What follows belongs to an exercise in optimizing a design on an open flow for small area and a short achievable clock period; a production flow would make more cautious choices.
No driver is modelled on the clock port, so clock power and skew are understated where the tree is cut down; a real chip needs a root buffer or a tree.

==> inputs of trial 73 <==
## mult_top
module mult_top (
    input             clk,
    input      [31:0] mplier,
    input      [31:0] mcand,
    output     [63:0] product
);
    reg  [31:0] mplier_q;
    reg  [31:0] mcand_q;
    reg  [63:0] product_q;
    wire [63:0] product_d;
    signed_array_mplier #(.N(32)) u_mult (
        .mplier (mplier_q),
        .mcand  (mcand_q),
        .product(product_d)
    );
    always @(posedge clk) begin
        mplier_q  <= mplier;
        mcand_q   <= mcand;
        product_q <= product_d;
    end
    assign product = product_q;
endmodule
clock: 28.0 ns
lec_check: 0
abc_area: 1
cap_margin: 20
core_margin: 2
core_utilization: 40
slew_margin: 20
synth_hierarchical: 1
synth_minimum_keep_size: 0
standard.sh (not shown) runs the stock make flow with config.mk's settings and CLKGATE_MAP_FILE= SYNTH_SCRIPT=/design/flow/synth_recipe.tcl, a recipe that flattens the netlist after the stock synthesis.
==> flow/flow/run.sh <==
#!/bin/bash
# Own layout flow: the standard flow (standard.sh) with the standard
# synthesis unchanged, then the layout steps with
#  - plain buffers (buf_2) on the ports,
#  - a two-level balanced clock tree (flow/cts_own.tcl) in place of ORFS's CTS,
#  - repair_timing aiming at a slack margin below the fixed clock period, so
#    that it sizes and buffers the multiplier's critical paths.
# The output of each make run is in make_*.log here; each step's log is in
# orfs/logs/.
set -euo pipefail
export OWN_FLOW_DIR=$(pwd)/flow
bash standard.sh synth > make_synth.log 2>&1
bash standard.sh \
  SETUP_SLACK_MARGIN=21.45 \
  "BUFFER_PORTS_ARGS=-buffer_cell sky130_fd_sc_hd__buf_2" \
  PRE_CTS_TCL=$OWN_FLOW_DIR/cts_own.tcl \
  finish > make_finish.log 2>&1
==> flow/flow/cts_own.tcl <==
set own_l1 sky130_fd_sc_hd__clkbuf_8
set own_l2 sky130_fd_sc_hd__clkbuf_16
set db [ord::get_db]
set block [ord::get_db_block]
set clk_net [$block findNet clk]
set sinks {}
foreach it [$clk_net getITerms] {
  set inst [$it getInst]
  set bb [$inst getBBox]
  set x [expr {([$bb xMin] + [$bb xMax]) / 2}]
  set y [expr {([$bb yMin] + [$bb yMax]) / 2}]
  lappend sinks [list $it $x $y]
}
puts "own cts: [llength $sinks] clock sinks"

# split items (lists whose elements 1, 2 are x, y) into two halves of equal
# size along the longer side of their bounding box
proc own_halves {items} {
  set xs {}; set ys {}
  foreach s $items { lappend xs [lindex $s 1]; lappend ys [lindex $s 2] }
  set xs [lsort -integer $xs]; set ys [lsort -integer $ys]
  set idx [expr {([lindex $xs end] - [lindex $xs 0]) >= ([lindex $ys end] - [lindex $ys 0]) ? 1 : 2}]
  set sorted [lsort -integer -index $idx $items]
  set h [expr {[llength $sorted] / 2}]
  return [list [lrange $sorted 0 [expr {$h - 1}]] [lrange $sorted $h end]]
}
proc own_centroid {items} {
  set sx 0; set sy 0
  foreach s $items { incr sx [lindex $s 1]; incr sy [lindex $s 2] }
  return [list [expr {$sx / [llength $items]}] [expr {$sy / [llength $items]}]]
}
proc own_buffer {name master in_net cx cy} {
  set block [ord::get_db_block]
  set inst [odb::dbInst_create $block $master $name]
  set net [odb::dbNet_create $block "${name}_net"]
  $net setSigType CLOCK
  [$inst findITerm A] connect $in_net
  [$inst findITerm X] connect $net
  set m [$inst getMaster]
  $inst setLocation [expr {$cx - [$m getWidth] / 2}] [expr {$cy - [$m getHeight] / 2}]
  $inst setPlacementStatus PLACED
  return $net
}

set m1 [$db findMaster $own_l1]
set m2 [$db findMaster $own_l2]
set quarters {}
foreach h [own_halves $sinks] { foreach q [own_halves $h] { lappend quarters $q } }
set qi 0
foreach q $quarters {
  set eighths [own_halves $q]
  set leaves {}
  foreach e $eighths { lappend leaves [concat [own_centroid $e]] }
  # first-level buffer midway between its two second-level buffers
  set c1 [own_centroid [list [concat x [lindex $leaves 0]] [concat x [lindex $leaves 1]]]]
  set n1 [own_buffer "clkbuf_own_l1_$qi" $m1 $clk_net [lindex $c1 0] [lindex $c1 1]]
  set ei 0
  foreach e $eighths {
    set c2 [own_centroid $e]
    set n2 [own_buffer "clkbuf_own_l2_${qi}_$ei" $m2 $n1 [lindex $c2 0] [lindex $c2 1]]
    foreach s $e {
      set it [lindex $s 0]
      $it disconnect
      $it connect $n2
    }
    puts "own cts: clkbuf_own_l2_${qi}_$ei drives [llength $e] registers"
    incr ei
  }
  incr qi
}
set_propagated_clock [all_clocks]
rename clock_tree_synthesis own_unused_clock_tree_synthesis
proc clock_tree_synthesis {args} {
  puts "own cts: ORFS clock_tree_synthesis skipped, two-level tree built by flow/cts_own.tcl"
}
==> inputs of build 67, as changes to trial 73 <==
==> flow/flow/run.sh (replaced) <==
#!/bin/bash
# Own layout flow: the standard flow (standard.sh) with the standard
# synthesis unchanged, then the layout steps with
#  - the buffers ABC inserted removed at floorplan (the resizer rebuffers),
#  - plain buffers (buf_2) on the ports,
#  - repair_timing aiming at a slack margin below the fixed clock period, so
#    that it sizes and buffers the multiplier's critical paths.
# The output of each make run is in make_*.log here; each step's log is in
# orfs/logs/.
set -euo pipefail
bash standard.sh synth > make_synth.log 2>&1
bash standard.sh \
  SETUP_SLACK_MARGIN=21.3 \
  REMOVE_ABC_BUFFERS=1 \
  "BUFFER_PORTS_ARGS=-buffer_cell sky130_fd_sc_hd__buf_2" \
  finish > make_finish.log 2>&1
removed: flow/flow/cts_own.tcl
==> comparison table <==
                                                                            build 67                 trial 73
Seq. cell area                                                            2590 sq um               2580 sq um
FF-to-FF setup slack                                                        21.44 ns                 21.61 ns
Crit path largest cell delay                                                 0.36 ns                  0.53 ns
Met3 Track Usage GR                                                           0.1159                  0.06779
Detail Route met2 WL                                                        44.76 mm                 43.10 mm
Cell with the biggest individual delay on the critical path                  dfxtp_1                     fa_1
Total number of vias                                                           24765                    24059
Fraction of area in registers                                                0.09769                  0.09937
Data required time of the critical path                                     22.40 ns                 28.21 ns
Capturing instance or port of the critical path                          product[52]            product_q[48]
Hold slack                                                                 0.8561 ns                0.8464 ns
Logic inverters                                                                  216                      213
Highest routed metal layer                                                      met4                     met5
Routed wire per std cell                                                    29.23 um                 27.11 um
First DRT Iteration DRCs                                                        3649                     3050
Final worst path period share                                                 0.2362                   0.2283
Final weighted congestion in routability-driven placement                     0.9857                    1.021
Worst R2R End                                                          product_q[47]            product_q[48]
Outcome                                                      complete, no violations  complete, no violations
Length of routed wiring on met1                                             36.05 mm                 35.06 mm
No run of this note included a check of the RTL's function; only the layout flow was run. The clock cells of trial 73 come from the design's own scripts or RTL, not from TritonCTS.

## separate check: timing with driven ports
No port has a modelled driver above. Below, the same layouts with a new extraction and two added sets of constraints.
Step 1 sets driving cells, clkbuf_16 on the clock port and buf_2 on the other inputs (assumed; they add their load-dependent delay and slew).
Step 2 adds t to the input delays and takes it off the output delays; t is the mean of the earliest and latest rising clock arrival at the registers after step 1. Input paths then give back, and output paths get back, about the clock's delay inside the block.
Three values: no drivers, after step 1, after step 2; two values: the first two.
run	t (ns)	setup slack, ns	worst setup path at the end
trial 73	0.444	21.609 / 21.475 / 21.609	register to register
build 67	0.556	21.386 / 21.324 / 21.442	register to register
After both steps every run listed still meets setup and hold.
